From an optimization exercise on the open Yosys and OpenROAD flow, aimed at small area, a short achievable clock period and few clock cycles per item; shortcuts taken in it are not production practice.
In this exercise RTL edits were held to simulation tests only and were not proved equivalent to the original.
No activity file was given, so power comes from the tool's default toggle rates.

==> flow/design.v <==
module cordic_multiply #(
    parameter WL = 16,
    parameter FL = 14,
    parameter N_ITER = 15
)(
    input  wire                 clk,
    input  wire                 rst_n,
    input  wire                 start,
    input  wire signed [WL-1:0] in1,
    input  wire signed [WL-1:0] in2,
    output wire signed [WL-1:0] out,
    output reg                  done
);
    reg  [15:1] ya_r, yb_r;
    reg         c0_r, p16_r;
    reg  [8:3] yc_r;
    wire p1 = ~(in1[0]);
    wire p2 = ~(in1[1]);
    wire p3 = ~(in1[2]);
    wire p4 = ~(in1[3]);
    wire p5 = ~(in1[4]);
    wire p6 = ~(in1[5]);
    wire p7 = ~(in1[6]);
    wire p8 = ~(in1[7]);
    wire p9 = ~(in1[8]);
    wire p10 = ~(in1[9]);
    wire p11 = ~(in1[10]);
    wire p12 = ~(in1[11]);
    wire p13 = ~(in1[12]);
    wire p14 = ~(in1[13]);
    wire p15 = ~(in1[14]);
    wire p16 = ~(~(in1[15]));
    wire p17 = ~(in2[15] & ~in1[0]);
    wire p18 = ~(in2[15]);
    wire p19 = ~(in2[14] & in1[1]);
    wire p20 = ~(in2[13] & in1[2]);
    wire p21 = ~(in2[12] & in1[3]);
    wire p22 = ~(in2[11] & in1[4]);
    wire p23 = ~(in2[10] & in1[5]);
    wire p24 = ~(in2[9] & in1[6]);
    wire p25 = ~(in2[8] & in1[7]);
    wire p26 = ~(in2[7] & in1[8]);
    wire p27 = ~(in2[6] & in1[9]);
    wire p28 = ~(in2[5] & in1[10]);
    wire p29 = ~(in2[4] & in1[11]);
    wire p30 = ~(in2[3] & in1[12]);
    wire p31 = ~(in2[2] & in1[13]);
    wire p32 = ~(~(in2[1] & in1[14]));
    wire p33 = ~(in2[15] & ~in1[1]);
    wire p34 = ~(in2[14] & in1[2]);
    wire p35 = ~(in2[13] & in1[3]);
    wire p36 = ~(in2[12] & in1[4]);
    wire p37 = ~(in2[11] & in1[5]);
    wire p38 = ~(in2[10] & in1[6]);
    wire p39 = ~(in2[9] & in1[7]);
    wire p40 = ~(in2[8] & in1[8]);
    wire p41 = ~(in2[7] & in1[9]);
    wire p42 = ~(in2[6] & in1[10]);
    wire p43 = ~(in2[5] & in1[11]);
    wire p44 = ~(in2[4] & in1[12]);
    wire p45 = ~(in2[3] & in1[13]);
    wire p46 = ~(in2[2] & in1[14]);
    wire p47 = ~(~(in2[1] & in1[15]));
    wire p48 = ~(in2[1] & in1[14]);
    wire p49 = ~(in2[15] & ~in1[2]);
    wire p50 = ~(in2[14] & in1[3]);
    wire p51 = ~(in2[13] & in1[4]);
    wire p52 = ~(in2[12] & in1[5]);
    wire p53 = ~(in2[11] & in1[6]);
    wire p54 = ~(in2[10] & in1[7]);
    wire p55 = ~(in2[9] & in1[8]);
    wire p56 = ~(in2[8] & in1[9]);
    wire p57 = ~(in2[7] & in1[10]);
    wire p58 = ~(in2[6] & in1[11]);
    wire p59 = ~(in2[5] & in1[12]);
    wire p60 = ~(in2[4] & in1[13]);
    wire p61 = ~(in2[3] & in1[14]);
    wire p62 = ~(~(in2[2] & in1[15]));
    wire p63 = ~(in2[15] & ~in1[3]);
    wire p64 = ~(in2[14] & in1[4]);
    wire p65 = ~(in2[13] & in1[5]);
    wire p66 = ~(in2[12] & in1[6]);
    wire p67 = ~(in2[11] & in1[7]);
    wire p68 = ~(in2[10] & in1[8]);
    wire p69 = ~(in2[9] & in1[9]);
    wire p70 = ~(in2[8] & in1[10]);
    wire p71 = ~(in2[7] & in1[11]);
    wire p72 = ~(in2[6] & in1[12]);
    wire p73 = ~(in2[5] & in1[13]);
    wire p74 = ~(in2[4] & in1[14]);
    wire p75 = ~(~(in2[3] & in1[15]));
    wire p76 = ~(in2[15] & ~in1[4]);
    wire p77 = ~(in2[14] & in1[5]);
    wire p78 = ~(in2[13] & in1[6]);
    wire p79 = ~(in2[12] & in1[7]);
    wire p80 = ~(in2[11] & in1[8]);
    wire p81 = ~(in2[10] & in1[9]);
    wire p82 = ~(in2[9] & in1[10]);
    wire p83 = ~(in2[8] & in1[11]);
    wire p84 = ~(in2[7] & in1[12]);
    wire p85 = ~(in2[6] & in1[13]);
    wire p86 = ~(in2[5] & in1[14]);
    wire p87 = ~(~(in2[4] & in1[15]));
    wire p88 = ~(in2[15] & ~in1[5]);
    wire p89 = ~(in2[14] & in1[6]);
    wire p90 = ~(in2[13] & in1[7]);
    wire p91 = ~(in2[12] & in1[8]);
    wire p92 = ~(in2[11] & in1[9]);
    wire p93 = ~(in2[10] & in1[10]);
    wire p94 = ~(in2[9] & in1[11]);
    wire p95 = ~(in2[8] & in1[12]);
    wire p96 = ~(in2[7] & in1[13]);
    wire p97 = ~(in2[6] & in1[14]);
    wire p98 = ~(~(in2[5] & in1[15]));
    wire p99 = ~(in2[15] & ~in1[6]);
    wire p100 = ~(in2[14] & in1[7]);
    wire p101 = ~(in2[13] & in1[8]);
    wire p102 = ~(in2[12] & in1[9]);
    wire p103 = ~(in2[11] & in1[10]);
    wire p104 = ~(in2[10] & in1[11]);
    wire p105 = ~(in2[9] & in1[12]);
    wire p106 = ~(in2[8] & in1[13]);
    wire p107 = ~(in2[7] & in1[14]);
    wire p108 = ~(~(in2[6] & in1[15]));
    wire p109 = ~(in2[15] & ~in1[7]);
    wire p110 = ~(in2[14] & in1[8]);
    wire p111 = ~(in2[13] & in1[9]);
    wire p112 = ~(in2[12] & in1[10]);
    wire p113 = ~(in2[11] & in1[11]);
    wire p114 = ~(in2[10] & in1[12]);
    wire p115 = ~(in2[9] & in1[13]);
    wire p116 = ~(in2[8] & in1[14]);
    wire p117 = ~(~(in2[7] & in1[15]));
    wire p118 = ~(in2[15] & ~in1[8]);
    wire p119 = ~(in2[14] & in1[9]);
    wire p120 = ~(in2[13] & in1[10]);
    wire p121 = ~(in2[12] & in1[11]);
    wire p122 = ~(in2[11] & in1[12]);
    wire p123 = ~(in2[10] & in1[13]);
    wire p124 = ~(in2[9] & in1[14]);
    wire p125 = ~(~(in2[8] & in1[15]));
    wire p126 = ~(in2[15] & ~in1[9]);
    wire p127 = ~(in2[14] & in1[10]);
    wire p128 = ~(in2[13] & in1[11]);
    wire p129 = ~(in2[12] & in1[12]);
    wire p130 = ~(in2[11] & in1[13]);
    wire p131 = ~(in2[10] & in1[14]);
    wire p132 = ~(~(in2[9] & in1[15]));
    wire p133 = ~(in2[15] & ~in1[10]);
    wire p134 = ~(in2[14] & in1[11]);
    wire p135 = ~(in2[13] & in1[12]);
    wire p136 = ~(in2[12] & in1[13]);
    wire p137 = ~(in2[11] & in1[14]);
    wire p138 = ~(~(in2[10] & in1[15]));
    wire p139 = ~(in2[15] & ~in1[11]);
    wire p140 = ~(in2[14] & in1[12]);
    wire p141 = ~(in2[13] & in1[13]);
    wire p142 = ~(in2[12] & in1[14]);
    wire p143 = ~(~(in2[11] & in1[15]));
    wire p144 = ~(in2[15] & ~in1[12]);
    wire p145 = ~(in2[14] & in1[13]);
    wire p146 = ~(in2[13] & in1[14]);
    wire p147 = ~(~(in2[12] & in1[15]));
    wire p148 = ~(in2[15] & ~in1[13]);
    wire p149 = ~(in2[14] & in1[14]);
    wire p150 = ~(~(in2[13] & in1[15]));
    wire p151 = ~(in2[15] & ~in1[14]);
    wire p152 = ~(~(in2[14] & in1[15]));
    wire p153 = ~(in2[15] & ~in1[15]);
    wire p154 = ~(1'b1);
    wire s155, c156;
    cm_fa us155 (.a(p1), .b(p2), .ci(p3), .s(s155), .co(c156));
    wire s157, c158;
    cm_fa us157 (.a(p4), .b(p5), .ci(p6), .s(s157), .co(c158));
    wire s159, c160;
    cm_fa us159 (.a(p7), .b(p8), .ci(p9), .s(s159), .co(c160));
    wire s161, c162;
    cm_fa us161 (.a(p10), .b(p11), .ci(p12), .s(s161), .co(c162));
    wire s163, c164;
    cm_fa us163 (.a(p13), .b(p14), .ci(p15), .s(s163), .co(c164));
    wire s165, c166;
    cm_fa us165 (.a(s155), .b(s157), .ci(s159), .s(s165), .co(c166));
    wire s167, c168;
    cm_fa us167 (.a(s161), .b(s163), .ci(s165), .s(s167), .co(c168));
    wire s169, c170;
    cm_fa us169 (.a(p16), .b(p17), .ci(p18), .s(s169), .co(c170));
    wire s171, c172;
    cm_fa us171 (.a(p19), .b(p20), .ci(p21), .s(s171), .co(c172));
    wire s173, c174;
    cm_fa us173 (.a(p22), .b(p23), .ci(p24), .s(s173), .co(c174));
    wire s175, c176;
    cm_fa us175 (.a(p25), .b(p26), .ci(p27), .s(s175), .co(c176));
    wire s177, c178;
    cm_fa us177 (.a(p28), .b(p29), .ci(p30), .s(s177), .co(c178));
    wire s179, c180;
    cm_fa us179 (.a(p31), .b(p32), .ci(c156), .s(s179), .co(c180));
    wire s181, c182;
    cm_fa us181 (.a(c158), .b(c160), .ci(c162), .s(s181), .co(c182));
    wire s183, c184;
    cm_fa us183 (.a(c164), .b(s169), .ci(s171), .s(s183), .co(c184));
    wire s185, c186;
    cm_fa us185 (.a(s173), .b(s175), .ci(s177), .s(s185), .co(c186));
    wire s187, c188;
    cm_fa us187 (.a(c166), .b(s179), .ci(s181), .s(s187), .co(c188));
    wire s189, c190;
    cm_fa us189 (.a(s183), .b(s185), .ci(c168), .s(s189), .co(c190));
    wire s191, c192;
    cm_fa us191 (.a(p33), .b(p34), .ci(p35), .s(s191), .co(c192));
    wire s193, c194;
    cm_fa us193 (.a(p36), .b(p37), .ci(p38), .s(s193), .co(c194));
    wire s195, c196;
    cm_fa us195 (.a(p39), .b(p40), .ci(p41), .s(s195), .co(c196));
    wire s197, c198;
    cm_fa us197 (.a(p42), .b(p43), .ci(p44), .s(s197), .co(c198));
    wire s199, c200;
    cm_fa us199 (.a(p45), .b(p46), .ci(p47), .s(s199), .co(c200));
    wire s201, c202;
    cm_fa us201 (.a(p48), .b(c170), .ci(c172), .s(s201), .co(c202));
    wire s203, c204;
    cm_fa us203 (.a(c174), .b(c176), .ci(c178), .s(s203), .co(c204));
    wire s205, c206;
    cm_fa us205 (.a(s191), .b(s193), .ci(s195), .s(s205), .co(c206));
    wire s207, c208;
    cm_fa us207 (.a(s197), .b(s199), .ci(c180), .s(s207), .co(c208));
    wire s209, c210;
    cm_fa us209 (.a(c182), .b(c184), .ci(c186), .s(s209), .co(c210));
    wire s211, c212;
    cm_fa us211 (.a(s201), .b(s203), .ci(s205), .s(s211), .co(c212));
    wire s213, c214;
    cm_fa us213 (.a(c188), .b(s207), .ci(s209), .s(s213), .co(c214));
    wire s215, c216;
    cm_fa us215 (.a(s211), .b(c190), .ci(s213), .s(s215), .co(c216));
    wire s217, c218;
    cm_fa us217 (.a(p49), .b(p50), .ci(p51), .s(s217), .co(c218));
    wire s219, c220;
    cm_fa us219 (.a(p52), .b(p53), .ci(p54), .s(s219), .co(c220));
    wire s221, c222;
    cm_fa us221 (.a(p55), .b(p56), .ci(p57), .s(s221), .co(c222));
    wire s223, c224;
    cm_fa us223 (.a(p58), .b(p59), .ci(p60), .s(s223), .co(c224));
    wire s225, c226;
    cm_fa us225 (.a(p61), .b(p62), .ci(c192), .s(s225), .co(c226));
    wire s227, c228;
    cm_fa us227 (.a(c194), .b(c196), .ci(c198), .s(s227), .co(c228));
    wire s229, c230;
    cm_fa us229 (.a(c200), .b(s217), .ci(s219), .s(s229), .co(c230));
    wire s231, c232;
    cm_fa us231 (.a(s221), .b(s223), .ci(c202), .s(s231), .co(c232));
    wire s233, c234;
    cm_fa us233 (.a(c204), .b(c206), .ci(s225), .s(s233), .co(c234));
    wire s235, c236;
    cm_fa us235 (.a(s227), .b(s229), .ci(c208), .s(s235), .co(c236));
    wire s237, c238;
    cm_fa us237 (.a(c210), .b(s231), .ci(c212), .s(s237), .co(c238));
    wire s239, c240;
    cm_fa us239 (.a(s233), .b(s235), .ci(c214), .s(s239), .co(c240));
    wire s241, c242;
    cm_fa us241 (.a(p63), .b(p64), .ci(p65), .s(s241), .co(c242));
    wire s243, c244;
    cm_fa us243 (.a(p66), .b(p67), .ci(p68), .s(s243), .co(c244));
    wire s245, c246;
    cm_fa us245 (.a(p69), .b(p70), .ci(p71), .s(s245), .co(c246));
    wire s247, c248;
    cm_fa us247 (.a(p72), .b(p73), .ci(p74), .s(s247), .co(c248));
    wire s249, c250;
    cm_fa us249 (.a(p75), .b(c218), .ci(c220), .s(s249), .co(c250));
    wire s251, c252;
    cm_fa us251 (.a(c222), .b(c224), .ci(s241), .s(s251), .co(c252));
    wire s253, c254;
    cm_fa us253 (.a(s243), .b(s245), .ci(s247), .s(s253), .co(c254));
    wire s255, c256;
    cm_fa us255 (.a(c226), .b(c228), .ci(c230), .s(s255), .co(c256));
    wire s257, c258;
    cm_fa us257 (.a(s249), .b(s251), .ci(s253), .s(s257), .co(c258));
    wire s259, c260;
    cm_fa us259 (.a(c232), .b(c234), .ci(s255), .s(s259), .co(c260));
    wire s261, c262;
    cm_fa us261 (.a(s257), .b(c236), .ci(c238), .s(s261), .co(c262));
    wire s263, c264;
    cm_fa us263 (.a(p76), .b(p77), .ci(p78), .s(s263), .co(c264));
    wire s265, c266;
    cm_fa us265 (.a(p79), .b(p80), .ci(p81), .s(s265), .co(c266));
    wire s267, c268;
    cm_fa us267 (.a(p82), .b(p83), .ci(p84), .s(s267), .co(c268));
    wire s269, c270;
    cm_fa us269 (.a(p85), .b(p86), .ci(p87), .s(s269), .co(c270));
    wire s271, c272;
    cm_fa us271 (.a(c242), .b(c244), .ci(c246), .s(s271), .co(c272));
    wire s273, c274;
    cm_fa us273 (.a(c248), .b(s263), .ci(s265), .s(s273), .co(c274));
    wire s275, c276;
    cm_fa us275 (.a(s267), .b(s269), .ci(c250), .s(s275), .co(c276));
    wire s277, c278;
    cm_fa us277 (.a(c252), .b(c254), .ci(s271), .s(s277), .co(c278));
    wire s279, c280;
    cm_fa us279 (.a(s273), .b(c256), .ci(s275), .s(s279), .co(c280));
    wire s281, c282;
    cm_fa us281 (.a(c258), .b(s277), .ci(c260), .s(s281), .co(c282));
    wire s283, c284;
    cm_fa us283 (.a(p88), .b(p89), .ci(p90), .s(s283), .co(c284));
    wire s285, c286;
    cm_fa us285 (.a(p91), .b(p92), .ci(p93), .s(s285), .co(c286));
    wire s287, c288;
    cm_fa us287 (.a(p94), .b(p95), .ci(p96), .s(s287), .co(c288));
    wire s289, c290;
    cm_fa us289 (.a(p97), .b(p98), .ci(c264), .s(s289), .co(c290));
    wire s291, c292;
    cm_fa us291 (.a(c266), .b(c268), .ci(c270), .s(s291), .co(c292));
    wire s293, c294;
    cm_fa us293 (.a(s283), .b(s285), .ci(s287), .s(s293), .co(c294));
    wire s295, c296;
    cm_fa us295 (.a(c272), .b(c274), .ci(s289), .s(s295), .co(c296));
    wire s297, c298;
    cm_fa us297 (.a(s291), .b(s293), .ci(c276), .s(s297), .co(c298));
    wire s299, c300;
    cm_fa us299 (.a(c278), .b(s295), .ci(c280), .s(s299), .co(c300));
    wire s301, c302;
    cm_fa us301 (.a(p99), .b(p100), .ci(p101), .s(s301), .co(c302));
    wire s303, c304;
    cm_fa us303 (.a(p102), .b(p103), .ci(p104), .s(s303), .co(c304));
    wire s305, c306;
    cm_fa us305 (.a(p105), .b(p106), .ci(p107), .s(s305), .co(c306));
    wire s307, c308;
    cm_fa us307 (.a(p108), .b(c284), .ci(c286), .s(s307), .co(c308));
    wire s309, c310;
    cm_fa us309 (.a(c288), .b(s301), .ci(s303), .s(s309), .co(c310));
    wire s311, c312;
    cm_fa us311 (.a(s305), .b(c290), .ci(c292), .s(s311), .co(c312));
    wire s313, c314;
    cm_fa us313 (.a(c294), .b(s307), .ci(s309), .s(s313), .co(c314));
    wire s315, c316;
    cm_fa us315 (.a(c296), .b(s311), .ci(s313), .s(s315), .co(c316));
    wire s317, c318;
    cm_fa us317 (.a(p109), .b(p110), .ci(p111), .s(s317), .co(c318));
    wire s319, c320;
    cm_fa us319 (.a(p112), .b(p113), .ci(p114), .s(s319), .co(c320));
    wire s321, c322;
    cm_fa us321 (.a(p115), .b(p116), .ci(p117), .s(s321), .co(c322));
    wire s323, c324;
    cm_fa us323 (.a(c302), .b(c304), .ci(c306), .s(s323), .co(c324));
    wire s325, c326;
    cm_fa us325 (.a(s317), .b(s319), .ci(s321), .s(s325), .co(c326));
    wire s327, c328;
    cm_fa us327 (.a(c308), .b(c310), .ci(s323), .s(s327), .co(c328));
    wire s329, c330;
    cm_fa us329 (.a(s325), .b(c312), .ci(c314), .s(s329), .co(c330));
    wire s331, c332;
    cm_fa us331 (.a(p118), .b(p119), .ci(p120), .s(s331), .co(c332));
    wire s333, c334;
    cm_fa us333 (.a(p121), .b(p122), .ci(p123), .s(s333), .co(c334));
    wire s335, c336;
    cm_fa us335 (.a(p124), .b(p125), .ci(c318), .s(s335), .co(c336));
    wire s337, c338;
    cm_fa us337 (.a(c320), .b(c322), .ci(s331), .s(s337), .co(c338));
    wire s339, c340;
    cm_fa us339 (.a(s333), .b(c324), .ci(c326), .s(s339), .co(c340));
    wire s341, c342;
    cm_fa us341 (.a(s335), .b(s337), .ci(c328), .s(s341), .co(c342));
    wire s343, c344;
    cm_fa us343 (.a(s339), .b(c330), .ci(s341), .s(s343), .co(c344));
    wire s345, c346;
    cm_fa us345 (.a(p126), .b(p127), .ci(p128), .s(s345), .co(c346));
    wire s347, c348;
    cm_fa us347 (.a(p129), .b(p130), .ci(p131), .s(s347), .co(c348));
    wire s349, c350;
    cm_fa us349 (.a(p132), .b(c332), .ci(c334), .s(s349), .co(c350));
    wire s351, c352;
    cm_fa us351 (.a(s345), .b(s347), .ci(c336), .s(s351), .co(c352));
    wire s353, c354;
    cm_fa us353 (.a(c338), .b(s349), .ci(c340), .s(s353), .co(c354));
    wire s355, c356;
    cm_fa us355 (.a(s351), .b(c342), .ci(s353), .s(s355), .co(c356));
    wire s357, c358;
    cm_fa us357 (.a(p133), .b(p134), .ci(p135), .s(s357), .co(c358));
    wire s359, c360;
    cm_fa us359 (.a(p136), .b(p137), .ci(p138), .s(s359), .co(c360));
    wire s361, c362;
    cm_fa us361 (.a(c346), .b(c348), .ci(s357), .s(s361), .co(c362));
    wire s363, c364;
    cm_fa us363 (.a(s359), .b(c350), .ci(s361), .s(s363), .co(c364));
    wire s365, c366;
    cm_fa us365 (.a(c352), .b(s363), .ci(c354), .s(s365), .co(c366));
    wire s367, c368;
    cm_fa us367 (.a(p139), .b(p140), .ci(p141), .s(s367), .co(c368));
    wire s369, c370;
    cm_fa us369 (.a(p142), .b(p143), .ci(c358), .s(s369), .co(c370));
    wire s371, c372;
    cm_fa us371 (.a(c360), .b(s367), .ci(c362), .s(s371), .co(c372));
    wire s373, c374;
    cm_fa us373 (.a(s369), .b(c364), .ci(s371), .s(s373), .co(c374));
    wire s375, c376;
    cm_fa us375 (.a(p144), .b(p145), .ci(p146), .s(s375), .co(c376));
    wire s377, c378;
    cm_fa us377 (.a(p147), .b(c368), .ci(s375), .s(s377), .co(c378));
    wire s379, c380;
    cm_fa us379 (.a(c370), .b(s377), .ci(c372), .s(s379), .co(c380));
    wire s381, c382;
    cm_fa us381 (.a(p148), .b(p149), .ci(p150), .s(s381), .co(c382));
    wire s383, c384;
    cm_fa us383 (.a(c376), .b(s381), .ci(c378), .s(s383), .co(c384));
    wire s385, c386;
    cm_fa us385 (.a(p151), .b(p152), .ci(c382), .s(s385), .co(c386));
    wire s387, c388;
    cm_fa us387 (.a(p153), .b(p154), .ci(c386), .s(s387), .co(c388));
    wire [16:0] ya = {s387, c384, c380, c374, c366, c356, c344, s343, s327, c298, s297, s279, s259, s237, s215, s187, s167};
    wire [16:0] yb = {1'b1, s385, s383, s379, s373, s365, s355, 1'b1, c316, c300, c282, c262, c240, c216, 1'b1, s189, 1'b1};
    wire        cy0 = ya[0] | yb[0];        
    wire        sx16 = ~(ya[16] ^ yb[16]);  
    always @(posedge clk) begin
        ya_r  <= ya[15:1];
        yb_r  <= yb[15:1];
        c0_r  <= cy0;
        p16_r <= sx16;
    end
    always @(posedge clk)
        yc_r <= {s329, s315, s299, s281, s261, s239};
    wire [15:1] ya2, yb2;
    wire yk9;
    wire yk8;
    wire yk7;
    wire yk6;
    wire yk5;
    wire yk4;
    cm_fa ur3 (.a(ya_r[3]), .b(yb_r[3]), .ci(yc_r[3]), .s(ya2[3]), .co(yk4));
    cm_fa ur4 (.a(ya_r[4]), .b(yb_r[4]), .ci(yc_r[4]), .s(ya2[4]), .co(yk5));
    cm_fa ur5 (.a(ya_r[5]), .b(yb_r[5]), .ci(yc_r[5]), .s(ya2[5]), .co(yk6));
    cm_fa ur6 (.a(ya_r[6]), .b(yb_r[6]), .ci(yc_r[6]), .s(ya2[6]), .co(yk7));
    cm_fa ur7 (.a(ya_r[7]), .b(yb_r[7]), .ci(yc_r[7]), .s(ya2[7]), .co(yk8));
    cm_fa ur8 (.a(ya_r[8]), .b(yb_r[8]), .ci(yc_r[8]), .s(ya2[8]), .co(yk9));
    assign ya2[1] = ya_r[1];
    assign yb2[1] = yb_r[1];
    assign ya2[2] = ya_r[2];
    assign yb2[2] = yb_r[2];
    assign yb2[3] = 1'b1;
    assign yb2[4] = yk4;
    assign yb2[5] = yk5;
    assign yb2[6] = yk6;
    assign yb2[7] = yk7;
    assign yb2[8] = yk8;
    assign ya2[9] = ya_r[9];
    assign yb2[9] = yk9;
    assign ya2[10] = ya_r[10];
    assign yb2[10] = yb_r[10];
    assign ya2[11] = ya_r[11];
    assign yb2[11] = yb_r[11];
    assign ya2[12] = ya_r[12];
    assign yb2[12] = yb_r[12];
    assign ya2[13] = ya_r[13];
    assign yb2[13] = yb_r[13];
    assign ya2[14] = ya_r[14];
    assign yb2[14] = yb_r[14];
    assign ya2[15] = ya_r[15];
    assign yb2[15] = yb_r[15];
    wire [16:0] sum = {p16_r, ya2, 1'b1} + {1'b1, yb2, c0_r};
    assign out = ~sum[16:1];
    always @(posedge clk or negedge rst_n)
        if (!rst_n) done <= 1'b0;
        else        done <= start;
endmodule
module cm_han (
    input  wire a,
    input  wire b,
    output wire s,
    output wire co
);
    assign s  = ~(a ^ b);
    assign co = a | b;
endmodule
module cm_fa (
    input  wire a,
    input  wire b,
    input  wire ci,
    output wire s,
    output wire co
);
    assign s  = a ^ b ^ ci;
    assign co = (a & b) | (a & ci) | (b & ci);
endmodule
==> flow/flow/run.sh <==
#!/bin/bash
# Layout flow: the standard flow (standard.sh, unchanged synthesis and
# steps), except that the port buffers are the platform's smallest buffer
# (buf_1) instead of the default pick; repair_design still resizes them where
# a load needs it.  The full output goes to standard.log in this folder.
set -euo pipefail
export BUFFER_PORTS_ARGS="-buffer_cell sky130_fd_sc_hd__buf_1"
bash standard.sh > standard.log 2>&1
==> flow/standard.sh <==
#!/bin/bash
# synth_recipe.tcl (not shown) runs the flow's synth.tcl, then flattens the netlist and writes it again
# the make line also repeats each setting of config.mk as NAME=value (left out here)
make -C /OpenROAD-flow-scripts/flow DESIGN_CONFIG=/design/flow/config.mk WORK_HOME=/design/flow/orfs CLKGATE_MAP_FILE= SYNTH_SCRIPT=/design/flow/synth_recipe.tcl "${@:-finish}"
==> flow/config.mk <==
export PLATFORM = sky130hd
export DESIGN_NAME = cordic_multiply
export DESIGN_NICKNAME = cordic_multiply
export VERILOG_FILES = /design/flow/design.v
export SDC_FILE = /design/flow/constraint.sdc
export NUM_CORES = 4
export LEC_CHECK = 0
export CAP_MARGIN = 0
export CORE_MARGIN = 2
export CORE_UTILIZATION = 40
export CTS_BUF_LIST = sky130_fd_sc_hd__clkbuf_4
export SETUP_SLACK_MARGIN = 2.9
export SLEW_MARGIN = 0
export SYNTH_HIERARCHICAL = 1
export SYNTH_MINIMUM_KEEP_SIZE = 0
==> flow/constraint.sdc <==
create_clock -name core_clock -period 7.0 [get_ports {clk}]
set_input_delay 1.4000 -clock core_clock [delete_from_list [all_inputs] [get_ports {clk}]]
set_output_delay 1.4000 -clock core_clock [all_outputs]
set_load 0.01 [all_outputs]
==> results.cfg, run 1 <==
[cts]
clk_transition_reported_paths_ns = 0.11
ctsRootBufferMaster = sky130_fd_sc_hd__clkbuf_4
ctsHtreeMaxLevel = 2
clock-sinks = 36
longest_clk_path_bufs = 2
tritoncts = built
cts-buffers-inserted = 5

[grt]
first_global_vias = 3712
antenna_violations_before_repair = 0
grt_overflow = 0
gr-usage-all-layers_pct = 19.5
first_pass_grt_wire_length_um = 18900
largest_net_degree_at_the_start_of_global_routing = 18

[floorplan]
die_w_um = 111
design.die.area_sq_um = 12400
die-height_um = 111
boundaryPins = 52
start_util_pct = 40.6
core_region_area_sq_um = 11300
std_cell_rows = 39

[timing]
grt_setup_unrepaired = yes
slew_violations = 0
period_minus_slack_ns = 3.99
finalCritPeriodShare_pct = 57.0
timing.final.hold_violations = 0
setup-violations-final = 0
hold-worst-slack_ns = 0.798
achievable-frequency_mhz = 250
timing.setup.tns_ns = 0

[final_layout]
insertedDiodeCount = 0
drive_above_1_share_pct = 11.2
fillers = 1112
num-nets-final = 645
most_common_library_cell_in_the_layout_ignoring_fill_and_taps = sky130_fd_sc_hd__nand2_1
final_instance_count_without_filler_cells = 617
finalCoreUtilization_pct = 45.1
most-common-layout-cells = 127 x sky130_fd_sc_hd__nand2_1, 117 x sky130_fd_sc_hd__fa_1, 32 x sky130_fd_sc_hd__dfxtp_1
finalInstanceArea_sq_um = 5100
syn_to_final_growth_pct = 11.0

[synthesis]
netlist-cell-type-count = 39
yosys.area_share.adder_pct = 57.4
synth_xor_area_share_pct = 1.90
synth.mux.area_fraction_pct = 0
synth_enable_flop_cells = 0
ys.warnings.count = 7
synth_compound_gate_area_share_pct = 5.58
register_bit_count_reported_by_yosys = 36
synthesis.nets = 604
synth_ff_type = sky130_fd_sc_hd__dfxtp_1
yosysSeqAreaShare_pct = 15.8
synthCells = 432
ys_async_sr_fraction_pct = 2.78
postSynthAreaPerCell_sq_um = 10.6
yosys.area_share.simple_pct = 15.9
main_combinational_cell_family_by_area_after_synthesis = adder cells
syn-cell-area_sq_um = 4600

[pwr]
switching_share_pct = 50.2
pwr-share-clk_pct = 5.8
combPwrFrac_pct = 79.7
p_seq_share_pct = 14.5
vdd_ir_drop_max_mv = 0.679
netSwitchingPower_mw = 1.24
power_density_nw_per_um2 = 486
cellInternalPower_mw = 1.24
power.leakage_nw = 1.94

[setup_path]
timing.critical_path.to_type = register
crit_cells = 7
slowest_stage = sky130_fd_sc_hd__fa_1
worst-endpoint-required_ns = 7.20
crit_type = input pin to register
cp-start-kind = input pin
timing.critical_path.buf_inv = 1
timing.critical_path.fanout_max = 14
worstPathCellList = buf_2 > nand2_1 > fa_1 > fa_1 > fa_1 > fa_1 > fa_1
critical-path-top-delay-family = adder cells
path_common_cell = sky130_fd_sc_hd__fa_1
max_stage_delay_ns = 0.54
worstPathArrival_ns = 4.19

[detailed_routing]
route.final.wire_length_um = 11400
drt_iter0_drc = 180
wl_met1_um = 5150
detail-route-antenna-nets = 0
avgViaCountPerCell = 5.28
detailroute.wirelength.met3_um = 658
routed-wl-met2_um = 5390
routed_wire_length_per_instance_um = 18.5
topRoutingLayerUsed = met4
drcViolationCount = 0
routed-via-count = 3256
detail_route.first_pass.iterations = 5

[place]
placed_cells = 607
port-buffer-count = 50
placement.cell_area_sq_um = 4910
detailedPlacementHpwl_um = 9250
gpl.final_weighted_congestion = 0.855

[hold_path]
holdCritPathClass = input pin to asynchronous set/reset pin

[outcome]
outcome = timing/DRC/antenna clean

[job]
cap_viol_max_count = 0
## cell usage after synthesis, types with 2 or more instances
cell type	count	area [sq um]
sky130_fd_sc_hd__nand2_1	127	477
sky130_fd_sc_hd__fa_1	123	2460
sky130_fd_sc_hd__dfxtp_1	35	701
sky130_fd_sc_hd__inv_1	23	86.3
sky130_fd_sc_hd__clkbuf_1	19	71.3
sky130_fd_sc_hd__and2_1	15	93.8
sky130_fd_sc_hd__ha_1	14	175
sky130_fd_sc_hd__a21oi_1	10	50.1
sky130_fd_sc_hd__nand3_1	8	40.0
sky130_fd_sc_hd__nor2_1	6	22.5
sky130_fd_sc_hd__xnor2_1	6	52.6
sky130_fd_sc_hd__nand2b_1	4	25.0
sky130_fd_sc_hd__o21ai_0	4	20.0
sky130_fd_sc_hd__xor2_1	4	35.0
sky130_fd_sc_hd__nor3_1	3	15.0
sky130_fd_sc_hd__o21ai_1	3	15.0
sky130_fd_sc_hd__a211oi_1	2	15.0
sky130_fd_sc_hd__a21o_1	2	15.0
sky130_fd_sc_hd__nand3b_1	2	15.0
sky130_fd_sc_hd__nand4_1	2	12.5
sky130_fd_sc_hd__o21a_1	2	15.0
## sequential cells by signal, indices dropped and copies added, names as in the netlist
signal / count
ya_r: 15
yb_r: 13
yc_r: 6
done: 1
p16_r: 1
## routing by layer
| layer | global-route usage (%) | vias to the layer above |
|---|---|---|
| li1 | - | 1425 |
| met2 | 31.7 | 147 |
| met5 | 0 | - |
| met3 | 2.08 | 16 |
| met1 | 27.6 | 1668 |
| met4 | 6.75 | 0 |
## stage by stage
stage / setup WS (ns) / power, mW
after floorplan: 2.91 / 1.66
after global placement: 2.32 / 2.16
after detailed placement: 2.28 / 2.20
after CTS: 2.89 / 2.39
after global routing: 2.86 / 2.75
final: 3.01 / 2.48
## modules after synthesis, one instance, submodules excluded
module,cells,copies in the design
cm_fa,1,123
cordic_multiply,309,1
## layout make-up
cell class                 count  area, sq um  share of cell area (%)
timing repair buffer          53          236                    4.63
tap                          143          179                    3.50
inverter                      23         86.3                    1.69
clock buffer                   6         45.0                   0.882
multi-input combinational    354         3790                    74.3
clock inverter                 2         35.0                   0.686
sequential                    36          729                    14.3
## kinds of logic (layout without fill, tap and decap cells)
kind of cell,count (synthesis),in the layout
other cells,1,1
compound gates,36,36
fa+ha+maj,137,137
buf+inv,42,84
xor+xnor,10,10
simple gates,170,170
flops,36,36
## what timing repair did
item                                    CTS  global route
hold buffers                              0             0
pin swaps                                 2             3
gates resized for setup                  21            20
endpoints found under the setup margin   20            14
buffers inserted                          0             2
## power groups by stage
stage	clock, mW	combinational [mW]	sequential (mW)
floorplan	0	1.30	0.351
global placement	0	1.80	0.358
detailed placement	0	1.84	0.361
CTS	0.147	1.88	0.358
global route	0.155	2.22	0.370
finish	0.143	1.98	0.360
## worst paths after layout
kind | from | endpoint | slack, ns
worst max-delay path | in2[13] | yb_r[10]$_DFF_P_ | 3.01
worst min-delay path | rst_n | done$_DFF_PN0_ | 0.80
max in group asynchronous | rst_n | done$_DFF_PN0_ | 6.11
min in group core_clock | start | done$_DFF_PN0_ | 1.15
Testbench counts, summed over its fixed seeds: cycles 1,608, items 1,600.
==> inputs of run 2 (changes only) <==
--- a/flow/config.mk
+++ b/flow/config.mk
@@ -5,11 +5,12 @@
 export SDC_FILE = /design/flow/constraint.sdc
 export NUM_CORES = 4
 export LEC_CHECK = 0
-export CAP_MARGIN = 0
+export CAP_MARGIN = 20
 export CORE_MARGIN = 2
 export CORE_UTILIZATION = 40
 export CTS_BUF_LIST = sky130_fd_sc_hd__clkbuf_4
+export PLACE_DENSITY = 0.65
 export SETUP_SLACK_MARGIN = 2.9
-export SLEW_MARGIN = 0
+export SLEW_MARGIN = 20
 export SYNTH_HIERARCHICAL = 1
 export SYNTH_MINIMUM_KEEP_SIZE = 0
==> run 2 against run 1 <==
- still clean on timing, DRC and antenna
- worst setup slack got worse by 0.056 ns
- cell count decreased by 0.32%
- synthesized area unchanged
- hold slack got worse by 0.0074 ns
- final area decreased by 0.29%
- power increased by 0.49%
- largest power group unchanged
==> results.cfg, run 2 <==
[pwr]
cellInternalPower_mw = 1.22
vdd_ir_drop_max_mv = 0.553
switching_share_pct = 51.1
post-layout-total-power_mw = 2.49
pwr-share-clk_pct = 5.8
power.leakage_nw = 1.92
p_seq_share_pct = 14.3
power_density_nw_per_um2 = 490
combPwrFrac_pct = 79.9
netSwitchingPower_mw = 1.27

[final_layout]
multiInputGateArea_sq_um = 3790
insertedDiodeCount = 0
number_of_flip_flops_under_the_largest_register_name = 15
most_common_library_cell_in_the_layout_ignoring_fill_and_taps = sky130_fd_sc_hd__nand2_1
drive_above_1_share_pct = 10.4
final-seq-area_sq_um = 726
most-common-layout-cells = 127 x sky130_fd_sc_hd__nand2_1, 117 x sky130_fd_sc_hd__fa_1, 35 x sky130_fd_sc_hd__dfxtp_1
fillers = 1097
regMostFlops = ya_r
largestRegisters = ya_r (15), yb_r (13), yc_r (6)
finalCoreUtilization_pct = 45.0
syn_to_final_growth_pct = 10.7
num-nets-final = 643

[floorplan]
die-height_um = 111
core_region_area_sq_um = 11300
start_util_pct = 40.6
design.die.area_sq_um = 12400
std_cell_rows = 39
boundaryPins = 52
die_w_um = 111

[setup_path]
timing.critical_path.fanout_max = 7
worst-endpoint-required_ns = 7.23
cp-start-kind = input pin
worstSetupStartpoint = in1[6]
timing.critical_path.to_type = register
crit_type = input pin to register
worstPathArrival_ns = 4.28

[cts]
clk_transition_reported_paths_ns = 0.11
longest_clk_path_bufs = 2
cts-buffers-inserted = 5
ctsRootBufferMaster = sky130_fd_sc_hd__clkbuf_4
hold_buffers = 0
tritoncts = built
ctsHtreeMaxLevel = 2
clock-sinks = 36

[timing]
worstMarginPinSlew_ns = 0.529
relSlewSlack_pct = 64.7
timing.final.hold_violations = 0
period_minus_slack_ns = 4.05
slew_violations = 0
setup-violations-final = 0
timing.setup.tns_ns = 0
achievable-frequency_mhz = 247
finalCritPeriodShare_pct = 57.8
grt_setup_unrepaired = yes

[synthesis]
synthCells = 432
yosysSeqAreaShare_pct = 15.8
synth_enable_flop_cells = 0
syn-cell-area_sq_um = 4600
synth_top_area_cell = sky130_fd_sc_hd__fa_1
synth.top_cells.by_area = sky130_fd_sc_hd__fa_1 54%, sky130_fd_sc_hd__dfxtp_1 15%, sky130_fd_sc_hd__nand2_1 10%, sky130_fd_sc_hd__ha_1 3.8%, sky130_fd_sc_hd__and2_1 2.0%
netlist-cell-type-count = 39
synthDominantCellAreaShare_pct = 53.6
library_cell_with_the_highest_instance_count_after_synthesis = sky130_fd_sc_hd__nand2_1
ys_async_sr_fraction_pct = 2.78
postSynthAreaPerCell_sq_um = 10.6
synth_ff_type = sky130_fd_sc_hd__dfxtp_1
ys.warnings.count = 7
synthesis.nets = 604
synth_common_cells = 127 x sky130_fd_sc_hd__nand2_1, 123 x sky130_fd_sc_hd__fa_1, 35 x sky130_fd_sc_hd__dfxtp_1
register_bit_count_reported_by_yosys = 36

[grt]
largest_net_degree_at_the_start_of_global_routing = 18
antenna_violations_before_repair = 0
gr-usage-all-layers_pct = 19.5
first_pass_grt_wire_length_um = 19100
grt_overflow = 0
first_global_vias = 3659

[place]
detailedPlacementHpwl_um = 8990
gpl.final_weighted_congestion = 0.897
port-buffer-count = 50

[detailed_routing]
routed_wire_length_per_instance_um = 18.8
drt_iter0_drc = 196
routed-via-count = 3303
detail-route-antenna-nets = 0
avgViaCountPerCell = 5.37
route.final.wire_length_um = 11500
drcViolationCount = 0
detail_route.first_pass.iterations = 5

[outcome]
outcome = timing/DRC/antenna clean

[job]
cap_viol_max_count = 0

[hold_path]
holdCritPathClass = input pin to asynchronous set/reset pin
## run 2: cell counts after synthesis
No cell type changed its count.
## run 2: layer usage
metal | global-route usage [%] | routed length, um | vias to the layer above
met4 | 4.36 | 98 | 0
met3 | 2.73 | 828 | 8
met5 | 0 | 0 | -
met1 | 27.5 | 5030 | 1730
li1 | - | - | 1423
met2 | 32.5 | 5580 | 142
## run 2: final cells by class
class,count,share of cell area [%]
Multi-Input combinational cell,354,74.6
Timing Repair Buffer,51,4.40
Inverter,23,1.70
Clock buffer,5,0.737
Tap cell,143,3.52
Sequential cell,36,14.3
Clock inverter,3,0.836
## run 2: logic make-up after synthesis
kind of cell    after synthesis  share of synthesized area, %
xor+xnor                     10                          1.90
compound gates               36                          5.58
flops                        36                          15.8
fa+ha+maj                   137                          57.4
simple gates                170                          15.9
buf+inv                      42                          3.43
other cells                   1                        0.0816
## run 2: power by group through the flow
| stage | clock (mW) | combinational [mW] | sequential (mW) |
|---|---|---|---|
| 6_report | 0.144 | 1.99 | 0.357 |
| 5_1_grt | 0.157 | 2.21 | 0.370 |
| 4_1_cts | 0.151 | 1.92 | 0.358 |
| 3_5_place_dp | 0 | 1.84 | 0.361 |
| 3_3_place_gp | 0 | 1.81 | 0.358 |
| 2_1_floorplan | 0 | 1.30 | 0.351 |
## run 2: Yosys stat by module (local to each module, per instance)
module,cell area [sq um],flip-flops and latches,cells
cm_fa,20.0,0,1
cordic_multiply,2140,36,309
## run 2: path summary, 6_finish.rpt
kind                                    to  slack, ns  cells after the start
min                         done$_DFF_PN0_       0.79                      1
max in group asynchronous   done$_DFF_PN0_       6.12                      1
max                        ya_r[2]$_DFF_P_       2.95                      7
min in group core_clock     done$_DFF_PN0_       1.14                      1
## run 2: critical path, cell delays in order
cell                    delay [ns]
sky130_fd_sc_hd__buf_1        0.33
sky130_fd_sc_hd__inv_1        0.15
sky130_fd_sc_hd__fa_1         0.56
sky130_fd_sc_hd__fa_1         0.41
sky130_fd_sc_hd__fa_1         0.46
sky130_fd_sc_hd__fa_1         0.57
sky130_fd_sc_hd__fa_1         0.41
## run 2: per-stage QoR
step                      setup slack (ns)  instance area (sq um)  hold slack (ns)  std cells
after floorplan                       2.91                   4640             1.10        432
after global placement                2.31                   4910             1.16        606
after detailed placement              2.29                   4910             1.16        606
after CTS                             2.90                   5060            0.758        615
after global routing                  2.85                   5090            0.750        615
final                                 2.95                   5090            0.790        615
## run 2: timing repair
item,CTS,global route
endpoints found under the setup margin,20,16
gates resized for setup,23,20
pin swaps,1,2
setup buffers,1,0
==> inputs of run 3 (changes only) <==
--- a/flow/config.mk
+++ b/flow/config.mk
@@ -9,7 +9,7 @@
 export CORE_MARGIN = 2
 export CORE_UTILIZATION = 40
 export CTS_BUF_LIST = sky130_fd_sc_hd__clkbuf_4
-export PLACE_DENSITY = 0.65
+export PLACE_DENSITY = 0.85
 export SETUP_SLACK_MARGIN = 2.9
 export SLEW_MARGIN = 20
 export SYNTH_HIERARCHICAL = 1
==> run 3 against run 2 <==
- still clean
- wire length decreased by 4.4%
- cell count increased by 0.81%
- critical path depth unchanged
- core utilization increased by 0.24 points
- maximum frequency increased by 0.60%
- critical path type is now register to output port
- largest power group unchanged
==> results.cfg, run 3 <==
[final_layout]
syn_to_final_growth_pct = 11.3
insertedDiodeCount = 0
largestRegisters = ya_r (15), yb_r (13), yc_r (6)
number_of_flip_flops_under_the_largest_register_name = 15
most-common-layout-cells = 127 x sky130_fd_sc_hd__nand2_1, 117 x sky130_fd_sc_hd__fa_1, 33 x sky130_fd_sc_hd__dfxtp_1
drive_above_1_share_pct = 11.7
num-nets-final = 648
most_common_library_cell_in_the_layout_ignoring_fill_and_taps = sky130_fd_sc_hd__nand2_1
regMostFlops = ya_r

[cts]
hold_buffers = 0
clk_transition_reported_paths_ns = 0.11
clock-sinks = 36
ctsHtreeMaxLevel = 2
ctsRootBufferMaster = sky130_fd_sc_hd__clkbuf_4
tritoncts = built
longest_clk_path_bufs = 2
cts-buffers-inserted = 5

[synthesis]
synth_enable_flop_cells = 0
ys_async_sr_fraction_pct = 2.78
yosys.area_share.simple_pct = 15.9
postSynthAreaPerCell_sq_um = 10.6
synthesis.nets = 604
synth_compound_gate_area_share_pct = 5.58
synth.top_cells.by_area = sky130_fd_sc_hd__fa_1 54%, sky130_fd_sc_hd__dfxtp_1 15%, sky130_fd_sc_hd__nand2_1 10%, sky130_fd_sc_hd__ha_1 3.8%, sky130_fd_sc_hd__and2_1 2.0%
netlist-cell-type-count = 39
yosys.area_share.adder_pct = 57.4
main_combinational_cell_family_by_area_after_synthesis = adder cells
ys.warnings.count = 7
synth_top_area_cell = sky130_fd_sc_hd__fa_1
synth_common_cells = 127 x sky130_fd_sc_hd__nand2_1, 123 x sky130_fd_sc_hd__fa_1, 35 x sky130_fd_sc_hd__dfxtp_1
syn-cell-area_sq_um = 4600
synth.mux.area_fraction_pct = 0
synthCells = 432
synth_ff_type = sky130_fd_sc_hd__dfxtp_1
synth_xor_area_share_pct = 1.90
library_cell_with_the_highest_instance_count_after_synthesis = sky130_fd_sc_hd__nand2_1
synthDominantCellAreaShare_pct = 53.6
register_bit_count_reported_by_yosys = 36
yosysSeqAreaShare_pct = 15.8

[setup_path]
critical-path-top-delay-family = adder cells
crit_cells = 7
timing.critical_path.fanout_max = 5
cp-start-kind = register
worstPathCellList = fa_1 > ha_1 > o21ai_0 > nand2b_1 > a41oi_1 > xor2_1 > clkbuf_2
worstPathArrival_ns = 2.62
timing.critical_path.to_type = output port
worst-endpoint-required_ns = 5.60
timing.critical_path.buf_inv = 1
crit_type = register to output port
slowest_stage = sky130_fd_sc_hd__fa_1
max_stage_delay_ns = 0.47

[place]
detailedPlacementHpwl_um = 9000
port-buffer-count = 50
gpl.final_weighted_congestion = 0.952

[detailed_routing]
route.final.wire_length_um = 11000
routed_wire_length_per_instance_um = 17.8
drcViolationCount = 0
drt_iter0_drc = 304
detail-route-antenna-nets = 0
avgViaCountPerCell = 5.38
routed-via-count = 3335
detail_route.first_pass.iterations = 4

[grt]
grt_overflow = 0
first_global_vias = 3704
antenna_violations_before_repair = 0
largest_net_degree_at_the_start_of_global_routing = 18
gr-usage-all-layers_pct = 18.0
first_pass_grt_wire_length_um = 17700

[floorplan]
die-height_um = 111
start_util_pct = 40.6
std_cell_rows = 39
boundaryPins = 52
design.die.area_sq_um = 12400
die_w_um = 111
core_region_area_sq_um = 11300

[timing]
period_minus_slack_ns = 4.02
finalCritPeriodShare_pct = 57.5
hold-worst-slack_ns = 0.794
achievable-frequency_mhz = 248
setup-violations-final = 0
slew_violations = 0
timing.setup.tns_ns = 0
grt_setup_unrepaired = yes
timing.final.hold_violations = 0

[pwr]
power.leakage_nw = 1.95
power_density_nw_per_um2 = 497
vdd_ir_drop_max_mv = 0.704

[hold_path]
holdCritPathClass = input pin to asynchronous set/reset pin

[outcome]
outcome = timing/DRC/antenna clean

[job]
cap_viol_max_count = 0
==> run 3: cell count changes in the layout (fill, tap and decap cells not counted), moves of 2 or more <==
cell / change
sky130_fd_sc_hd__dfxtp_2: +2
sky130_fd_sc_hd__buf_4: +5
sky130_fd_sc_hd__ha_4: +2
sky130_fd_sc_hd__dfxtp_1: -2
sky130_fd_sc_hd__clkbuf_2: +2
sky130_fd_sc_hd__ha_2: -2
==> run 3: where the power goes <==
group	switching, mW	total [mW]	internal (mW)
logic	1.18	2.09	0.905
clock network	0.0626	0.0994	0.0368
registers	0.0455	0.358	0.312
total	1.29	2.54	1.25
==> run 3: worst max-delay path by stage <==
stage                          from               to  slack [ns]
floorplan                    in1[8]  ya_r[2]$_DFF_P_        2.91
global placement            in1[12]  ya_r[2]$_DFF_P_        2.42
detailed placement          in1[13]  ya_r[2]$_DFF_P_        2.34
CTS                         in1[11]  ya_r[2]$_DFF_P_        2.88
global route        yc_r[4]$_DFF_P_          out[13]        2.84
finish              ya_r[6]$_DFF_P_           out[9]        2.98
==> run 3: per-stage QoR <==
step                      instances  utilization [%]  total power, mW  setup WS [ns]  area (sq um)
after floorplan                 432                -             1.66           2.91          4640
after global placement          606             43.3             2.11           2.42          4910
after detailed placement        606             43.3             2.16           2.34          4910
after CTS                       614             44.2             2.33           2.88          5000
after global routing            620             45.2             2.80           2.84          5120
final                           620             45.2             2.54           2.98          5120
==> run 3: final cells by class <==
cell class | count | area (sq um)
fill | 1035 | 6200
multi-input combinational | 354 | 3810
sequential | 36 | 728
timing repair buffer | 56 | 258
tap | 143 | 179
inverter | 23 | 86.3
clock buffer | 5 | 37.5
clock inverter | 3 | 13.8
==> run 3: cell families (layout without fill, tap and decap cells) <==
family,Yosys count,in the layout
xor gates and xnor gates,10,10
and+or+nand+nor,170,170
other,1,1
buffers and inverters,42,87
adders and majority gates,137,137
AOI/OAI and AO/OA,36,36
DFF,36,36
==> run 3: what timing repair did <==
action	in CTS	in global routing
setup buffers	0	6
endpoints found under the setup margin	19	12
resized for setup	17	22
pin swaps	1	13
==> run 3: Yosys stat by module (local to each module, per instance) <==
module / cell area, sq um / cells inside / copies in the design / flip-flops and latches
cm_fa: 20.0 / 1 / 123 / 0
cordic_multiply: 2140 / 309 / 1 / 36
==> run 3: layer usage <==
metal  vias to the layer above  share of wire [%]  wire length [um]  track usage, %
met4                         0                3.0               332            7.08
met5                         -                  0                 0               0
met3                        31                9.2              1020            3.61
met2                       192                 50              5510            31.2
li1                       1433                  -                 -               -
met1                      1679                 38              4160            22.3
==> inputs of run 4 (changes only) <==
--- a/flow/config.mk
+++ b/flow/config.mk
@@ -9,7 +9,6 @@
 export CORE_MARGIN = 2
 export CORE_UTILIZATION = 40
 export CTS_BUF_LIST = sky130_fd_sc_hd__clkbuf_4
-export PLACE_DENSITY = 0.85
 export SETUP_SLACK_MARGIN = 2.9
 export SLEW_MARGIN = 20
 export SYNTH_HIERARCHICAL = 1
==> run 4 against run 3 <==
- still clean
- clock-buffer cell count grew 1
- synthesized cell count is the same
- first-iteration DRC count shrank 41%
- final area shrank 0.24%
- cell count shrank 0.48%
- largest power group unchanged
==> results.cfg, run 4 <==
[outcome]
outcome = timing/DRC/antenna clean

[detailed_routing]
detail_route.first_pass.iterations = 5
route.final.wire_length_um = 11400
drt_iter0_drc = 180
routed_wire_length_per_instance_um = 18.5
routed-via-count = 3256
detail-route-antenna-nets = 0
drcViolationCount = 0
avgViaCountPerCell = 5.28

[synthesis]
yosysSeqAreaShare_pct = 15.8
ys.warnings.count = 7
synth_compound_gate_area_share_pct = 5.58
register_bit_count_reported_by_yosys = 36
synth_enable_flop_cells = 0
ys_async_sr_fraction_pct = 2.78
syn-cell-area_sq_um = 4600
postSynthAreaPerCell_sq_um = 10.6
library_cell_with_the_highest_instance_count_after_synthesis = sky130_fd_sc_hd__nand2_1
synth_xor_area_share_pct = 1.90
synth_top_area_cell = sky130_fd_sc_hd__fa_1
synth.mux.area_fraction_pct = 0
synth.top_cells.by_area = sky130_fd_sc_hd__fa_1 54%, sky130_fd_sc_hd__dfxtp_1 15%, sky130_fd_sc_hd__nand2_1 10%, sky130_fd_sc_hd__ha_1 3.8%, sky130_fd_sc_hd__and2_1 2.0%
yosys.area_share.simple_pct = 15.9
synthDominantCellAreaShare_pct = 53.6
synth_common_cells = 127 x sky130_fd_sc_hd__nand2_1, 123 x sky130_fd_sc_hd__fa_1, 35 x sky130_fd_sc_hd__dfxtp_1
synth_ff_type = sky130_fd_sc_hd__dfxtp_1
netlist-cell-type-count = 39
synthCells = 432
main_combinational_cell_family_by_area_after_synthesis = adder cells
yosys.area_share.adder_pct = 57.4
synthesis.nets = 604

[final_layout]
syn_to_final_growth_pct = 11.0
regMostFlops = ya_r
drive_above_1_share_pct = 11.2
most-common-layout-cells = 127 x sky130_fd_sc_hd__nand2_1, 117 x sky130_fd_sc_hd__fa_1, 32 x sky130_fd_sc_hd__dfxtp_1
final-seq-area_sq_um = 729
insertedDiodeCount = 0
multiInputGateArea_sq_um = 3790
num-nets-final = 645
number_of_flip_flops_under_the_largest_register_name = 15
most_common_library_cell_in_the_layout_ignoring_fill_and_taps = sky130_fd_sc_hd__nand2_1
largestRegisters = ya_r (15), yb_r (13), yc_r (6)
fillers = 1112

[setup_path]
crit_type = input pin to register
max_stage_delay_ns = 0.54
timing.critical_path.to_type = register
timing.critical_path.buf_inv = 1
worstPathCellList = buf_2 > nand2_1 > fa_1 > fa_1 > fa_1 > fa_1 > fa_1
worstPathArrival_ns = 4.19
critical-path-top-delay-family = adder cells
worst-endpoint-required_ns = 7.20
slowest_stage = sky130_fd_sc_hd__fa_1
timing.critical_path.fanout_max = 14
cp-start-kind = input pin
path_common_cell = sky130_fd_sc_hd__fa_1

[floorplan]
start_util_pct = 40.6
die-height_um = 111
design.die.area_sq_um = 12400
boundaryPins = 52
std_cell_rows = 39
core_region_area_sq_um = 11300
die_w_um = 111

[pwr]
combPwrFrac_pct = 79.7
netSwitchingPower_mw = 1.24
p_seq_share_pct = 14.5
power.leakage_nw = 1.94
vdd_ir_drop_max_mv = 0.679
cellInternalPower_mw = 1.24
switching_share_pct = 50.2
power_density_nw_per_um2 = 486
pwr-share-clk_pct = 5.8

[place]
port-buffer-count = 50
detailedPlacementHpwl_um = 9250
gpl.final_weighted_congestion = 0.855

[cts]
longest_clk_path_bufs = 2
cts-buffers-inserted = 5
ctsRootBufferMaster = sky130_fd_sc_hd__clkbuf_4
clk_transition_reported_paths_ns = 0.11
tritoncts = built
hold_buffers = 0
ctsHtreeMaxLevel = 2
clock-sinks = 36

[timing]
achievable-frequency_mhz = 250
timing.final.hold_violations = 0
slew_violations = 0
hold-worst-slack_ns = 0.798
finalCritPeriodShare_pct = 57.0
grt_setup_unrepaired = yes
setup-violations-final = 0
period_minus_slack_ns = 3.99
timing.setup.tns_ns = 0

[job]
cap_viol_max_count = 0

[grt]
gr-usage-all-layers_pct = 19.5
first_global_vias = 3712
first_pass_grt_wire_length_um = 18900
largest_net_degree_at_the_start_of_global_routing = 18
antenna_violations_before_repair = 0
grt_overflow = 0

[hold_path]
holdCritPathClass = input pin to asynchronous set/reset pin
## run 4: changes by cell type in the layout (fill, tap and decap cells not counted), sizes merged
cell    delta
buf        -3
clkinv     -2
bufinv     +1
clkbuf     +1
## run 4: area by class of cell
| type | instances | share of cell area, % |
|---|---|---|
| multi-input combinational | 354 | 74.3 |
| tap | 143 | 3.50 |
| inverter | 23 | 1.69 |
| sequential | 36 | 14.3 |
| clock buffer | 6 | 0.882 |
| clock inverter | 2 | 0.686 |
| timing repair buffer | 53 | 4.63 |
## run 4: modules after synthesis (local to each module, per instance)
| module | flip-flops and latches | copies in the design | cell area (sq um) |
|---|---|---|---|
| cordic_multiply | 36 | 1 | 2140 |
| cm_fa | 0 | 123 | 20.0 |
## run 4: final timing paths
| path | to | from | depth (start not counted) |
|---|---|---|---|
| min in group core_clock | done$_DFF_PN0_ | start | 1 |
| worst min-delay path | done$_DFF_PN0_ | rst_n | 1 |
| max in group asynchronous | done$_DFF_PN0_ | rst_n | 1 |
| worst max-delay path | yb_r[10]$_DFF_P_ | in2[13] | 7 |
## run 4: repair_timing
item,in CTS,in global routing
setup buffers,0,2
resized for setup,21,20
setup endpoints to repair,20,14
pin swaps,2,3
## run 4: logic make-up (layout without fill, tap and decap cells)
family	after synthesis	count (layout)
other	1	1
xor gates and xnor gates	10	10
AOI/OAI and AO/OA	36	36
and+or+nand+nor	170	170
adders and majority gates	137	137
buffers and inverters	42	84
DFF	36	36
## run 4: per-layer routing
layer,up-vias,GRT usage (%),wire length (um)
met1,1668,27.6,5150
met4,0,6.75,224
met3,16,2.08,658
met2,147,31.7,5390
li1,1425,-,-
met5,-,0,0
## run 4: per-stage QoR
step	utilization [%]	total power, mW	cells	setup slack [ns]	instance area [sq um]
after global placement	43.4	2.16	607	2.32	4910
after detailed placement	43.4	2.20	607	2.28	4910
final	45.1	2.48	617	3.01	5100
after global routing	45.1	2.75	617	2.86	5100
after floorplan	-	1.66	432	2.91	4640
after CTS	44.5	2.39	615	2.89	5040
## run 4: power by group through the flow
| stage | registers (mW) | logic [mW] | clock network [mW] |
|---|---|---|---|
| after floorplan | 0.351 | 1.30 | 0 |
| after global placement | 0.358 | 1.80 | 0 |
| after detailed placement | 0.361 | 1.84 | 0 |
| after CTS | 0.358 | 1.88 | 0.147 |
| after global routing | 0.370 | 2.22 | 0.155 |
| final | 0.360 | 1.98 | 0.143 |
==> inputs of run 5 (changes only) <==
--- a/flow/config.mk
+++ b/flow/config.mk
@@ -9,6 +9,7 @@
 export CORE_MARGIN = 2
 export CORE_UTILIZATION = 40
 export CTS_BUF_LIST = sky130_fd_sc_hd__clkbuf_4
+export PLACE_DENSITY = 0.7
 export SETUP_SLACK_MARGIN = 2.9
 export SLEW_MARGIN = 20
 export SYNTH_HIERARCHICAL = 1
==> run 5 against run 4 <==
- worst setup slack lost 0.054 ns
- sequential cell count is the same
- maximum frequency shrank 1.3%
- hold slack is essentially flat
- via count grew 2.1%
- sequential share of layout area is essentially flat
- first-iteration DRC count grew 46%
- final area is essentially flat
- largest power group unchanged
- synthesized cell count is the same
- non-clock buffer count shrank 1
- combinational power is essentially flat
==> results.cfg, run 5 <==
[setup_path]
max_stage_delay_ns = 0.54
worstPathArrival_ns = 4.26
worstPathCellList = clkdlybuf4s15_2 > and2_1 > fa_1 > fa_1 > fa_1 > fa_1 > fa_1
slowest_stage = sky130_fd_sc_hd__fa_1
crit_type = input pin to register
cp-start-kind = input pin
worst-endpoint-required_ns = 7.21
path_common_cell = sky130_fd_sc_hd__fa_1
timing.critical_path.fanout_max = 16
timing.critical_path.to_type = register

[synthesis]
synth_top_area_cell = sky130_fd_sc_hd__fa_1
synthCells = 432
synth.top_cells.by_area = sky130_fd_sc_hd__fa_1 54%, sky130_fd_sc_hd__dfxtp_1 15%, sky130_fd_sc_hd__nand2_1 10%, sky130_fd_sc_hd__ha_1 3.8%, sky130_fd_sc_hd__and2_1 2.0%
synthDominantCellAreaShare_pct = 53.6
synth_enable_flop_cells = 0
postSynthAreaPerCell_sq_um = 10.6
synth_ff_type = sky130_fd_sc_hd__dfxtp_1
register_bit_count_reported_by_yosys = 36
netlist-cell-type-count = 39
ys.warnings.count = 7
synthesis.nets = 604
ys_async_sr_fraction_pct = 2.78
synth_common_cells = 127 x sky130_fd_sc_hd__nand2_1, 123 x sky130_fd_sc_hd__fa_1, 35 x sky130_fd_sc_hd__dfxtp_1
syn-cell-area_sq_um = 4600
library_cell_with_the_highest_instance_count_after_synthesis = sky130_fd_sc_hd__nand2_1
yosysSeqAreaShare_pct = 15.8

[timing]
finalCritPeriodShare_pct = 57.8
setup-violations-final = 0
slew_violations = 0
timing.setup.tns_ns = 0
period_minus_slack_ns = 4.05
achievable-frequency_mhz = 247
grt_setup_unrepaired = yes
timing.final.hold_violations = 0

[floorplan]
boundaryPins = 52
design.die.area_sq_um = 12400
die-height_um = 111
core_region_area_sq_um = 11300
die_w_um = 111
std_cell_rows = 39
start_util_pct = 40.6

[detailed_routing]
drt_iter0_drc = 262
routed_wire_length_per_instance_um = 18.1
detail-route-antenna-nets = 0
drcViolationCount = 0
route.final.wire_length_um = 11100
avgViaCountPerCell = 5.40
routed-via-count = 3326
detail_route.first_pass.iterations = 5

[cts]
clk_transition_reported_paths_ns = 0.10
tritoncts = built
ctsHtreeMaxLevel = 2
longest_clk_path_bufs = 2
clock-sinks = 36
cts-buffers-inserted = 5
ctsRootBufferMaster = sky130_fd_sc_hd__clkbuf_4

[grt]
antenna_violations_before_repair = 0
grt_overflow = 0
gr-usage-all-layers_pct = 19.1
first_pass_grt_wire_length_um = 18600
first_global_vias = 3784
largest_net_degree_at_the_start_of_global_routing = 18

[pwr]
p_seq_share_pct = 14.4
vdd_ir_drop_max_mv = 0.621
combPwrFrac_pct = 79.9
power.leakage_nw = 1.93
netSwitchingPower_mw = 1.25
power_density_nw_per_um2 = 489
pwr-share-clk_pct = 5.7
switching_share_pct = 50.2
cellInternalPower_mw = 1.24

[final_layout]
drive_above_1_share_pct = 10.4
most-common-layout-cells = 127 x sky130_fd_sc_hd__nand2_1, 118 x sky130_fd_sc_hd__fa_1, 34 x sky130_fd_sc_hd__dfxtp_1
num-nets-final = 644
fillers = 1076
number_of_flip_flops_under_the_largest_register_name = 15
regMostFlops = ya_r
finalCoreUtilization_pct = 45.1
largestRegisters = ya_r (15), yb_r (13), yc_r (6)
most_common_library_cell_in_the_layout_ignoring_fill_and_taps = sky130_fd_sc_hd__nand2_1
insertedDiodeCount = 0
syn_to_final_growth_pct = 11.0

[place]
port-buffer-count = 50
gpl.final_weighted_congestion = 0.895
detailedPlacementHpwl_um = 8980

[outcome]
outcome = timing/DRC/antenna clean

[hold_path]
holdCritPathClass = input pin to asynchronous set/reset pin

[job]
cap_viol_max_count = 0
==> run 5: path summary, 6_finish.rpt <==
kind | from | end | cells after the start
setup / recovery | in1[15] | yb_r[10]$_DFF_P_ | 7
hold / removal | rst_n | done$_DFF_PN0_ | 1
max in group asynchronous | rst_n | done$_DFF_PN0_ | 1
min in group core_clock | start | done$_DFF_PN0_ | 1
==> run 5: what timing repair did <==
item / in CTS / in global routing
gates resized for setup: 21 / 15
cloned: 0 / 0
hold buffers: 0 / 0
pin swaps: 0 / 7
setup endpoints to repair: 19 / 11
buffers inserted: 0 / 2
hold endpoints to repair: 0 / 0
==> run 5: routing by layer <==
metal,global-route usage [%],share of wire (%)
met1,24.0,40
met2,31.9,47
met3,3.50,8.4
met4,9.14,4.0
met5,0,0
==> run 5: cell type report <==
type,instances,area [sq um],area share [%]
Clock buffer,6,45.0,0.883
Clock inverter,2,35.0,0.686
Inverter,23,86.3,1.69
Multi-Input combinational cell,354,3800,74.4
Sequential cell,36,727,14.2
Tap cell,143,179,3.51
Timing Repair Buffer,52,233,4.56
==> run 5: logic make-up (layout without fill, tap and decap cells) <==
kind of cell    after synthesis  count (layout)  share of synthesized area, %
simple gates                170             170                          15.9
fa+ha+maj                   137             137                          57.4
buf+inv                      42              83                          3.43
compound gates               36              36                          5.58
flops                        36              36                          15.8
xor+xnor                     10              10                          1.90
other cells                   1               1                        0.0816
==> run 5: Yosys stat by module (local to each module, per instance) <==
module / flops+latches / times used / cells / cell area, sq um
cm_fa: 0 / 123 / 1 / 20.0
cordic_multiply: 36 / 1 / 309 / 2140
==> run 5: power by group through the flow <==
stage | registers, mW | logic, mW | clock network, mW
after CTS | 0.357 | 1.85 | 0.146
after global routing | 0.371 | 2.24 | 0.153
after floorplan | 0.351 | 1.30 | 0
after global placement | 0.358 | 1.77 | 0
after detailed placement | 0.362 | 1.81 | 0
final | 0.359 | 1.99 | 0.143
==> run 5: per-stage QoR <==
step                      total power, mW  cell area [sq um]  setup slack [ns]  hold slack [ns]  std cells
after floorplan                      1.66               4640              2.91             1.10        432
after global placement               2.13               4910              2.36             1.16        606
after detailed placement             2.17               4910              2.30             1.17        606
after CTS                            2.35               5030              2.89            0.780        614
after global routing                 2.77               5100              2.86            0.779        616
final                                2.49               5100              2.95            0.797        616
==> run 5: worst max-delay path: cells and delay by family <==
family | cells | cell delay (ns)
adders and majority gates | 5 | 2.19
buffers and inverters | 1 | 0.43
and+or+nand+nor | 1 | 0.23

port drivers added, routing unchanged:
No port has a modelled driver above. Below, the same layouts with a new extraction and two added sets of constraints.
Step 1, drivers: a clkbuf_16 drives clk and a buf_2 each remaining input, both assumed.
Step 2 also shifts input and output timing later by t, the mid clock arrival at the registers, as if the neighbouring blocks saw the same clock.
Slacks: ideal / step 1 / step 2; pairs: ideal / step 1.
run	t (ns)	setup WS [ns]	latest minus earliest clock arrival (ns)
run 1	0.352	3.008 / 2.991 / 2.659	0.016 / 0.017
run 2	0.364	2.952 / 2.953 / 2.589	0.007 / 0.008
run 3	0.352	2.976 / 2.954 / 2.610	0.017 / 0.017
run 4	0.352	3.008 / 2.991 / 2.659	0.016 / 0.017
run 5	0.357	2.954 / 2.956 / 2.599	0.010 / 0.010
After both steps setup and hold are still met in every run listed. For run 3, which loses most, drivers alone change the setup slack by -0.022 ns; drivers and shift together by -0.366 ns.
